Background: an optimization exercise with open tools, aiming at small area. Do not read the settings as production practice.
Only simulation tests tie the RTL to the original design; equivalence was not proved.

==> design/flow/design.v <==
module line_chain
#(
parameter N = 259
)
(
	input              clk,
	input              en,
	input  [7:0]       din,
	output [8*N-1:0]   q
);
reg [8*N-1:0] sr;
always @(posedge clk)
	if(en)
		sr <= {sr[8*N-9:0], din};
assign q = sr;
endmodule
module matrix_3x3
(
	input clk,
	input rst_n,
	input v0,               
	input v1,               
	input v2,               
	input [7:0] din,
	output [7:0] ta, output [7:0] tb, output [7:0] tc,
	output [7:0] ua, output [7:0] ub, output [7:0] uc,
	output [7:0] ra, output [7:0] rb, output [7:0] rc
);
reg [7:0] yr, y1, y2;
always @(posedge clk) begin
	yr <= din;
	y1 <= yr;
	y2 <= y1;
end
wire [8*256-1:0] l;
line_chain #(.N(256)) u_chain (
	.clk (clk),
	.en  (v2),
	.din (y2),
	.q   (l)
);
reg [6:0] col;
reg [3:0] row;
always @(posedge clk or negedge rst_n)
	if(!rst_n) begin
		col <= 7'd0;
		row <= 4'd0;
	end
	else if(v0) begin
		col <= col + 1'b1;
		if(col == 7'h7f)
			row <= row + 1'b1;
	end
wire c0 = (col == 7'd0);
wire c1 = (col == 7'd1);
wire r0 = (row == 4'd0);
wire r1 = (row == 4'd1);
wire [7:0] l125 = l[8*125 +: 8];
wire [7:0] l126 = l[8*126 +: 8];
wire [7:0] l127 = l[8*127 +: 8];
wire [7:0] l253 = l[8*253 +: 8];
wire [7:0] l254 = l[8*254 +: 8];
wire [7:0] l255 = l[8*255 +: 8];
wire [7:0] hu_c = v1 ? (v2 ? l125 : l126) : (v2 ? l126 : l127);
wire [7:0] hu_b = v2 ? l126 : l127;
wire [7:0] hu_a = l127;
wire [7:0] ht_c = v1 ? (v2 ? l253 : l254) : (v2 ? l254 : l255);
wire [7:0] ht_b = v2 ? l254 : l255;
wire [7:0] ht_a = l255;
wire [7:0] su_c = r0 ? yr : hu_c;
wire [7:0] su_b = r0 ? y1 : hu_b;
wire [7:0] su_a = r0 ? y2 : hu_a;
wire [7:0] st_c = r0 ? yr : r1 ? hu_c : ht_c;
wire [7:0] st_b = r0 ? y1 : r1 ? hu_b : ht_b;
wire [7:0] st_a = r0 ? y2 : r1 ? hu_a : ht_a;
wire ka = c0 | (c1 & v1);
assign rc = yr;
assign rb = c0 ? yr : y1;
assign ra = ka ? rb : y2;
assign uc = su_c;
assign ub = c0 ? su_c : su_b;
assign ua = ka ? ub : su_a;
assign tc = st_c;
assign tb = c0 ? st_c : st_b;
assign ta = ka ? tb : st_a;
endmodule
module rgb_to_ycbcr(
	input  [15:0] rgb565,
	output [7:0]  o_y_8b
);
wire [7:0] R0 = {rgb565[15:11], rgb565[13:11]};
wire [7:0] G0 = {rgb565[10: 5], rgb565[ 6: 5]};
wire [7:0] B0 = {rgb565[ 4: 0], rgb565[ 2: 0]};
wire [15:0] Y = R0 * 16'd77 + G0 * 16'd150 + B0 * 16'd29;
assign o_y_8b = Y[15:8];
endmodule
module sobel
#(
parameter U_COL = 128,
parameter U_ROW = 16,
parameter value = 120
)
(
	input clk,
	input rst_n,
	input cmos_frame_vsync,
	input cmos_frame_hsync,
	input cmos_frame_valid,
	input [15:0]cmos_frame_data,
	output sobel_vsync,
	output sobel_hsync,
	output sobel_de,
	output [15:0] sobel_data
);
wire [7:0] y;
rgb_to_ycbcr u0_rgb_to_ycbcr (
	.rgb565 (cmos_frame_data),
	.o_y_8b (y)
);
reg [6:0] de_r, hs_r, vs_r;
always @(posedge clk or negedge rst_n)
	if(!rst_n) begin
		de_r <= 7'd0;
		hs_r <= 7'd0;
		vs_r <= 7'd0;
	end
	else begin
		de_r <= {de_r[5:0], cmos_frame_valid};
		hs_r <= {hs_r[5:0], cmos_frame_hsync};
		vs_r <= {vs_r[5:0], cmos_frame_vsync};
	end
wire [7:0] ta, tb, tc, ua, ub, uc, ra, rb, rc;
matrix_3x3 u_matrix_3x3 (
	.clk   (clk),
	.rst_n (rst_n),
	.v0    (de_r[0]),
	.v1    (de_r[1]),
	.v2    (de_r[2]),
	.din   (y),
	.ta(ta), .tb(tb), .tc(tc),
	.ua(ua), .ub(ub), .uc(uc),
	.ra(ra), .rb(rb), .rc(rc)
);
wire [9:0] Gx1 = ta + {ua, 1'b0} + ra;
wire [9:0] Gx3 = tc + {uc, 1'b0} + rc;
wire [9:0] Gy1 = ta + {tb, 1'b0} + tc;
wire [9:0] Gy3 = ra + {rb, 1'b0} + rc;
wire [9:0] Gx = (Gx1 > Gx3) ? (Gx1 - Gx3) : (Gx3 - Gx1);
wire [9:0] Gy = (Gy1 > Gy3) ? (Gy1 - Gy3) : (Gy3 - Gy1);
wire [10:0] G = Gx + Gy;
wire edge_bit = (G > value);
reg [6:1] e_r;
always @(posedge clk)
	e_r <= {e_r[5:1], edge_bit};
assign sobel_de    = de_r[6];
assign sobel_hsync = hs_r[6];
assign sobel_vsync = vs_r[6];
assign sobel_data  = e_r[6] ? 16'h0000 : 16'hffff;
endmodule
==> design/flow/run.sh <==
#!/bin/bash
# synth_recipe.tcl (not shown) runs the flow's synth.tcl, then flattens the netlist and writes it again
# the make line also repeats each setting of config.mk as NAME=value (left out here)
make -C /OpenROAD-flow-scripts/flow DESIGN_CONFIG=/design/flow/config.mk WORK_HOME=/design/flow/orfs CLKGATE_MAP_FILE= SYNTH_SCRIPT=/design/flow/synth_recipe.tcl finish
==> design/flow/config.mk <==
export PLATFORM = sky130hd
export DESIGN_NAME = sobel
export DESIGN_NICKNAME = sobel
export VERILOG_FILES = /design/flow/design.v
export SDC_FILE = /design/flow/constraint.sdc
export NUM_CORES = 4
export LEC_CHECK = 0
export CAP_MARGIN = 20
export CORE_MARGIN = 2
export CORE_UTILIZATION = 45
export SLEW_MARGIN = 20
==> design/flow/constraint.sdc <==
create_clock -name core_clock -period 8.0 [get_ports {clk}]
set_input_delay 1.6000 -clock core_clock [delete_from_list [all_inputs] [get_ports {clk}]]
set_output_delay 1.6000 -clock core_clock [all_outputs]
set_load 0.01 [all_outputs]
==> results.cfg, run 1 <==
[logic_synthesis]
ys_seq_elements = 2110
synth.largest_area_cell = edfxtp_1
ys_async_sr_fraction = 0.0152
netlist_instances = 3308
synth_common_cells = 2048 x edfxtp_1, 206 x inv_1, 197 x ha_1
yosysTopAreaCellShare = 0.851
syn_nets = 3592
syn_area_um2 = 72300
ys_seq_area_frac = 0.870
ys.flop_type = edfxtp_1
avgSynthCellArea_um2 = 21.9
synth_edf_count = 2048
yosysMostFrequentCell = edfxtp_1
synth_area_leaders = edfxtp_1 85%, ha_1 3.4%, fa_1 1.8%
yosys_warnings = 3
post_synth_num_cell_types = 65

[floorplanning]
initial_utilization = 0.452
die_h_um = 405
die_x_um = 405
num_rows = 147
dieArea_um2 = 164000
core_um2 = 160000
ios = 40

[critical_path]
rr_startpoint = u_matrix_3x3.row[1]
r2r_end = e_r[1]
cp_top_family = compound AO/OA/AOI/OAI gates
crit_fanout = 29
critPathRequiredTime_ns = 8.68
crit_path_start_kind = register
endpoint_kind = register
crit_type = reg -> reg
cpMostUsedCell = ha_1
critPathMaxStageDelay_ns = 0.41
cp.arrival_ns = 8.02
ff2ff_path_depth = 35
crit_slowest_cell = dfrtp_1
r2r_setup_slack_ns = 0.66
crit_buf_inv = 4

[global_routing]
grt_usage = 0.118
grt_pass1_wl_um = 153000
first_global_vias = 27550
overflow = 0
grt_antenna_before_repair = 2
grt_max_degree = 200

[routing]
wl_um = 96300
wl_per_cell_um = 16.7
ant_nets = 0
num_vias = 27955
drt-met1-wl_um = 51200
drtIter0Drc = 2551
top_layer_used = met4
drt_first_pass_iters = 5
met3_length_um = 3960
vias_per_cell = 4.83
wl_met2_um = 39100
drc = 0

[sta]
setup_viol = 0
post-route-period-util = 0.918
slew_headroom = 0.309
rsz0062_at_grt = false
holdWs_ns = 0.327
period_minus_slack_ns = 7.34
drv_slew = 0
setup_tns_ns = 0
finalHoldViolCount = 0
fmax_mhz = 136
skew_ns = 0.0308
worst_slew_pin_slew_ns = 1.04

[clock_tree]
insertion_delay_ns = 0.80
clk_pin_slew_ns = 0.07
cts_buffer_depth = 3
cts_tree = done
ctsHoldBuffers = 0
postCtsSetupBuffers = 0
cts_resized = 0
htree_num_levels = 4
numClockSinks = 2110
cts_buffers = 195
cts_root_buffer = clkbuf_16

[final_layout]
nets = 3815
layout-drive-gt1-share = 0.0923
fin_area_um2 = 81700
utilization = 0.510
area_delta_synth_final_pct = 12.9

[worst_hold_path]
hold_path.class = reg -> reg
min_path_cells = 0
holdPathEnd = e_r[4]
min_from = e_r[3]

[placement]
gp_congestion = 0.824
post_dp_cell_area_um2 = 75300
port_buffers = 39
dp_hpwl_um = 51400

[outcome]
status = timing/DRC/antenna clean

[job]
drv_cap = 0
## final cells by class
type,count,area [um^2]
flip-flops and latches,2110,62900
clock buffers,248,5170
diodes,1,2.50
multi-input cells,940,8350
clock inverters,114,1120
fillers,12418,78400
repair buffers,77,719
inverters,207,777
well taps,2086,2610
## stage by stage
stage | worst slack, ns | cells
5_1_grt | 0.0182 | 5782
3_5_place_dp | 0.669 | 5420
4_1_cts | 0.611 | 5782
6_report | 0.659 | 5783
3_3_place_gp | 0.802 | 5420
2_1_floorplan | -13.04 | 3308
## cell families (layout without fill, tap and decap cells)
group	after synthesis	count (layout)	share of synthesized area
and+or+nand+nor	218	218	0.0142
adders and majority gates	263	263	0.0524
other	0	1	0
xor gates and xnor gates	94	94	0.0114
muxes	84	84	0.0125
buffers and inverters	258	646	0.0150
AOI/OAI and AO/OA	281	281	0.0245
DFF	2110	2110	0.870
## cells in the final DEF (no fill, tap or decap), drive strengths merged, types with 39 or more instances in the layout
master,n
a21o,45
a21oi,108
buf,39
clkbuf,248
clkinv,92
edfxtp,2048
fa,66
ha,197
inv,214
mux2i,74
nand2,70
nor2,61
xnor2,56
## routing by layer
layer,GRT usage,up-vias
met5,0,-
met4,0.0389,0
met3,0.0267,176
met2,0.154,367
met1,0.192,14311
li1,-,13101
## flip-flops by register name (all words and copies together) (netlist names)
| register | flops |
|---|---|
| u_matrix_3x3.yr | 8 |
| hs_r | 7 |
| vs_r | 7 |
| u_matrix_3x3.y2 | 8 |
| u_matrix_3x3.col | 7 |
| u_matrix_3x3.row | 4 |
| u_matrix_3x3.u_chain.sr | 2048 |
| de_r | 7 |
| e_r | 6 |
| u_matrix_3x3.y1 | 8 |
## how the worst max path moves through the flow
stage          cells after the start  slack [ns]      to                 from
2_1_floorplan                     33      -13.04  e_r[1]              de_r[2]
3_3_place_gp                      33        0.80  e_r[1]  u_matrix_3x3.row[1]
3_5_place_dp                      34        0.67  e_r[1]  u_matrix_3x3.row[1]
4_1_cts                           34        0.61  e_r[1]  u_matrix_3x3.row[1]
5_1_grt                           30        0.02  e_r[1]              de_r[2]
6_report                          35        0.66  e_r[1]  u_matrix_3x3.row[1]
==> run 2: changes to the inputs <==
--- a/design/flow/config.mk
+++ b/design/flow/config.mk
@@ -8,4 +8,6 @@
 export CAP_MARGIN = 20
 export CORE_MARGIN = 2
 export CORE_UTILIZATION = 45
+export CTS_BUF_LIST = sky130_fd_sc_hd__clkbuf_8
+export CTS_CLUSTER_SIZE = 24
 export SLEW_MARGIN = 20
==> run 2 against run 1 <==
Register-to-register slack lost 0.02 ns. Largest cell class unchanged. Global-route usage grew 0.30 points. Count of clock-buffer cells in the layout grew 107. Wire length grew 2.5%. Design area shrank 0.46%. Critical endpoint unchanged.
==> results.cfg, run 2 <==
[outcome]
status = timing/DRC/antenna clean

[sta]
setup_tns_ns = 0
worst_slew_pin_slew_ns = 1.03
finalHoldViolCount = 0
slew_headroom = 0.311
skew_ns = 0.0701
setup_viol = 0
drv_slew = 0
fmax_mhz = 136
period_minus_slack_ns = 7.36
post-route-period-util = 0.920
setup_ws_ns = 0.640
rsz0062_at_grt = false

[logic_synthesis]
post_synth_num_cell_types = 65
syn_area_um2 = 72300
syn_nets = 3592
yosysMostFrequentCell = edfxtp_1
yosys_warnings = 3
netlist_instances = 3308
ys.flop_type = edfxtp_1
ys_seq_area_frac = 0.870
synth_edf_count = 2048
synth.largest_area_cell = edfxtp_1
synth_common_cells = 2048 x edfxtp_1, 206 x inv_1, 197 x ha_1
avgSynthCellArea_um2 = 21.9
yosysTopAreaCellShare = 0.851
ys_async_sr_fraction = 0.0152
ys_seq_elements = 2110
synth_area_leaders = edfxtp_1 85%, ha_1 3.4%, fa_1 1.8%

[final_layout]
final_cell_mix = 2048 x edfxtp_1, 355 x clkbuf_8, 313 x inv_1
top_register = u_matrix_3x3.u_chain.sr
utilization = 0.508
nets = 3955
final_common_cell = edfxtp_1
area_delta_synth_final_pct = 12.4
fin_area_um2 = 81300
largest_reg_flops = 2048
fillerInstances = 12579
layout-drive-gt1-share = 0.118

[critical_path]
r2r_setup_slack_ns = 0.64
ff2ff_path_depth = 36
r2r_end = e_r[1]
cpMostUsedCell = ha_1
crit_fanout = 29
crit_path_start_kind = register
endpoint_kind = register
crit_slowest_cell = fa_1
critPathRequiredTime_ns = 8.83
critPathMaxStageDelay_ns = 0.41
cp.arrival_ns = 8.19
crit_type = reg -> reg
rr_startpoint = u_matrix_3x3.row[1]

[clock_tree]
cts_buffers = 335
ctsHoldBuffers = 0
clk_pin_slew_ns = 0.07
cts_buffer_depth = 4
numClockSinks = 2110
postCtsSetupBuffers = 0
cts_resized = 0
insertion_delay_ns = 0.95
htree_num_levels = 5
cts_tree = done
cts_root_buffer = clkbuf_8

[routing]
drc = 0
drtIter0Drc = 2378
vias_per_cell = 4.77
ant_nets = 0
num_vias = 28583
wl_per_cell_um = 16.5
drt_first_pass_iters = 6
wl_um = 98700

[global_routing]
grt_pass1_wl_um = 157000
grt_usage = 0.121
met2_usage = 0.154
first_global_vias = 28764
overflow = 0
grt_antenna_before_repair = 2
grt_use_met3 = 0.0296
grt_max_degree = 200
busiest_layer = met1
use_met1 = 0.194

[placement]
gp_congestion = 0.824
dp_hpwl_um = 51400
post-place-ws_ns = 0.669
post_dp_cell_area_um2 = 75300
port_buffers = 39

[floorplanning]
initial_utilization = 0.452
die_h_um = 405
num_rows = 147
dieArea_um2 = 164000
core_um2 = 160000
die_x_um = 405
ios = 40

[worst_hold_path]
holdPathEnd = e_r[5]
min_from = e_r[4]
hold_path.class = reg -> reg
min_path_cells = 0

[job]
drv_cap = 0
==> run 2: final cells by class <==
cell class              count  area [um^2]  area share
flip-flops and latches   2110        62900       0.774
multi-input cells         940         8350       0.103
clock buffers             355         4890      0.0601
well taps                2086         2610      0.0321
clock inverters           209         1030      0.0127
inverters                 207          777     0.00956
repair buffers             77          716     0.00881
diodes                      2         5.00   0.0000616
==> run 2: critical path: cells and delay by family (launching register included) <==
kind,cells,cell delay [ns]
buf+inv,4,0.79
compound gates,12,1.92
simple gates,7,0.82
xor+xnor,4,0.87
mux,3,0.64
flops,1,0.40
fa+ha+maj,6,1.77
==> run 2: worst max path at each step <==
stage	endpoint	slack [ns]	cells after the start	start
2_1_floorplan	e_r[1]	-13.04	33	de_r[2]
3_3_place_gp	e_r[1]	0.80	33	u_matrix_3x3.row[1]
3_5_place_dp	e_r[1]	0.67	34	u_matrix_3x3.row[1]
4_1_cts	e_r[1]	0.65	34	u_matrix_3x3.row[1]
5_1_grt	e_r[1]	0.02	30	de_r[2]
6_report	e_r[1]	0.64	36	u_matrix_3x3.row[1]
==> run 2: cells by family (layout without fill, tap and decap cells) <==
group                    Yosys count  count (layout)  synth area share
XOR/XNOR                          94              94            0.0114
AO/OA/AOI/OAI                    281             281            0.0245
adder cells (fa/ha/maj)          263             263            0.0524
other                              0               2                 0
AND/OR/NAND/NOR                  218             218            0.0142
multiplexers                      84              84            0.0125
buffers and inverters            258             848            0.0150
flip-flops                      2110            2110             0.870
==> run 2: stage by stage <==
step,hold WS [ns],std cells
floorplan,0.310,3308
CTS,0.313,5984
finish,0.311,5986
global route,0.321,5985
global placement,0.313,5420
detailed placement,0.313,5420
==> run 2: metal layers <==
| metal | part of all wire | wire length, um | vias up |
|---|---|---|---|
| li1 | - | - | 13413 |
| met1 | 0.53 | 51900 | 14469 |
| met2 | 0.41 | 40000 | 475 |
| met3 | 0.043 | 4260 | 226 |
| met4 | 0.026 | 2580 | 0 |
| met5 | 0 | 0 | - |
==> run 3: changes to the inputs <==
--- a/design/flow/config.mk
+++ b/design/flow/config.mk
@@ -7,7 +7,7 @@
 export LEC_CHECK = 0
 export CAP_MARGIN = 20
 export CORE_MARGIN = 2
-export CORE_UTILIZATION = 45
-export CTS_BUF_LIST = sky130_fd_sc_hd__clkbuf_8
-export CTS_CLUSTER_SIZE = 24
+export CORE_UTILIZATION = 55
+export CTS_BUF_LIST = sky130_fd_sc_hd__clkbuf_4 sky130_fd_sc_hd__clkbuf_8
+export CTS_CLUSTER_SIZE = 16
 export SLEW_MARGIN = 20
==> run 3 against run 2 <==
Hold slack better by 0.030 ns. Register-to-register slack worse by 0.23 ns. Via count is 1.9% higher. Maximum frequency is 3.1% lower. Core utilization is 11 points higher. Final cell count is 5.2% lower. Design area hardly changed. Highest routed layer unchanged.
==> results.cfg, run 3 <==
[outcome]
status = timing/DRC/antenna clean

[sta]
setup_tns_ns = 0
slew_headroom = 0.295
drv_slew = 0
fmax_mhz = 132
post-route-period-util = 0.949
rsz0062_at_grt = false
worst_slew_pin_slew_ns = 1.06
skew_ns = 0.0798
finalHoldViolCount = 0
setup_viol = 0
holdWs_ns = 0.342
period_minus_slack_ns = 7.59

[global_routing]
grt_antenna_before_repair = 5
grt_usage = 0.160
first_global_vias = 30095
overflow = 0
grt_pass1_wl_um = 168000
grt_max_degree = 204

[routing]
num_vias = 29134
drt-met1-wl_um = 53800
vias_per_cell = 5.13
wl_um = 107000
wl_per_cell_um = 18.8
top_layer_used = met4
wl_met2_um = 45800
drt_first_pass_iters = 5
drtIter0Drc = 2265
ant_nets = 0
drc = 0
met3_length_um = 4110

[critical_path]
crit_fanout = 29
crit_slowest_cell = fa_1
crit_type = reg -> reg
cpMostUsedCell = a21oi_2
cp.depth = 34
ff2ff_path_depth = 34
cp_top_family = compound AO/OA/AOI/OAI gates
crit_path_start_kind = register
critPathMaxStageDelay_ns = 0.52
endpoint_kind = register
cp.arrival_ns = 8.41
crit_buf_inv = 4
critPathRequiredTime_ns = 8.82

[final_layout]
final_cell_mix = 2048 x edfxtp_1, 354 x clkbuf_8, 206 x inv_1
layout.cells.non_filler = 5675
final_common_cell = edfxtp_1
area_delta_synth_final_pct = 12.5
nets = 3957
layout-drive-gt1-share = 0.147
top_register = u_matrix_3x3.u_chain.sr
largest_reg_flops = 2048

[clock_tree]
cts_tree = done
cts_buffer_depth = 4
clk_pin_slew_ns = 0.08
cts_root_buffer = clkbuf_8
htree_num_levels = 5
insertion_delay_ns = 0.99
numClockSinks = 2110
cts_buffers = 336

[logic_synthesis]
synth_top_family_by_area = adder cells
post_synth_num_cell_types = 65
synth_edf_count = 2048
netlist_instances = 3308
ys_async_sr_fraction = 0.0152
synth_compound_area_frac = 0.0245
ys_seq_area_frac = 0.870
synth_fa_ha_area_frac = 0.0524
syn_area_um2 = 72300
syn_nets = 3592
avgSynthCellArea_um2 = 21.9
ys_seq_elements = 2110
yosys_warnings = 3
ys.flop_type = edfxtp_1
synth_common_cells = 2048 x edfxtp_1, 206 x inv_1, 197 x ha_1
synth-xor-area-share = 0.0114
yosys.area_share.simple = 0.0142
yosysMostFrequentCell = edfxtp_1
yosysTopAreaCellShare = 0.851
synth.largest_area_cell = edfxtp_1
synth_area_leaders = edfxtp_1 85%, ha_1 3.4%, fa_1 1.8%
synth.area.mux_share = 0.0125

[floorplanning]
initial_utilization = 0.552
dieArea_um2 = 134000
num_rows = 133
core_um2 = 131000
ios = 40
die_h_um = 367
die_x_um = 367

[placement]
dp_hpwl_um = 56900
port_buffers = 39
place_inst = 5088
gp_congestion = 0.836

[job]
drv_cap = 0

[worst_hold_path]
min_path_cells = 0
hold_path.class = reg -> reg
==> run 3: cell counts after synthesis <==
Identical to the previous run, type by type.
==> run 3: final timing paths <==
check                                     from       to  slack, ns
setup / recovery           u_matrix_3x3.row[1]   e_r[1]       0.41
hold / removal                          e_r[2]   e_r[3]       0.34
setup reg to reg           u_matrix_3x3.row[1]   e_r[1]       0.41
hold reg to reg                         e_r[2]   e_r[3]       0.34
max in group asynchronous                rst_n  de_r[2]       6.64
min in group asynchronous                rst_n  de_r[0]       0.73
==> run 3: through the flow <==
step	util	worst slack, ns	cell area (um^2)
3_3_place_gp	0.572	0.612	75000
4_1_cts	0.621	0.384	81300
2_1_floorplan	-	-13.04	72400
3_5_place_dp	0.572	0.439	75000
6_report	0.621	0.407	81400
5_1_grt	0.621	0.0292	81400
==> run 3: worst reg2reg max path: cells and delay by family, from the launching register on <==
family / cells / cell delay (ns)
buffers and inverters: 4 / 0.70
muxes: 2 / 0.54
DFF: 1 / 0.40
AOI/OAI and AO/OA: 12 / 2.32
and+or+nand+nor: 7 / 0.87
xor gates and xnor gates: 3 / 0.71
adders and majority gates: 6 / 1.93
==> run 3: area by class of cell <==
| cell class | instances | area [um^2] |
|---|---|---|
| Inverter | 207 | 777 |
| Sequential cell | 2110 | 62900 |
| Fill cell | 9068 | 49600 |
| Clock buffer | 454 | 5620 |
| Tap cell | 1755 | 2200 |
| Timing Repair Buffer | 78 | 801 |
| Clock inverter | 127 | 687 |
| Multi-Input combinational cell | 940 | 8350 |
| Antenna cell | 4 | 10.0 |
==> run 3: logic make-up after synthesis <==
| logic type | after synthesis |
|---|---|
| mux | 84 |
| simple gates | 218 |
| xor+xnor | 94 |
| flops | 2110 |
| compound gates | 281 |
| fa+ha+maj | 263 |
| buf+inv | 258 |
==> run 3: repair_timing <==
item                                   4_1_cts  5_1_grt
endpoints found under the hold margin        0        0
hold buffers                                 0        0
resized for setup                            0        3
setup buffers                                0        1
setup endpoints to repair                    0        1
==> run 3: routing by layer <==
layer	vias to the layer above	track usage
met2	577	0.221
met4	0	0.0690
met3	237	0.0339
met5	-	0
li1	13445	-
met1	14875	0.247

-- afterwards: timing with drivers on the ports --
The flow's constraints put no driver on any port. The routed layouts listed below were extracted and timed again, unchanged, in two steps. Step 1 sets driving cells, clkbuf_16 on the clock port and buf_2 on the other inputs (assumed; they add their load-dependent delay and slew). Step 2 also shifts input and output timing later by t, the mid clock arrival at the registers, as if the neighbouring blocks saw the same clock. Slacks: no drivers / after step 1 / after step 2; pairs: no drivers / after step 1.
run	shift t [ns]	setup WS [ns]	hold slack, ns	clock arrival spread, ns	worst slew at a driven data input, ns
run 1	0.859	0.659 / 0.659 / 0.659	0.327 / 0.327 / 0.327	0.037 / 0.037	0.14
run 2	0.991	0.640 / 0.640 / 0.640	0.311 / 0.311 / 0.311	0.092 / 0.092	0.13
run 3	1.010	0.407 / 0.407 / 0.407	0.342 / 0.342 / 0.342	0.106 / 0.106	0.11
After both steps setup and hold are still met in every run listed.
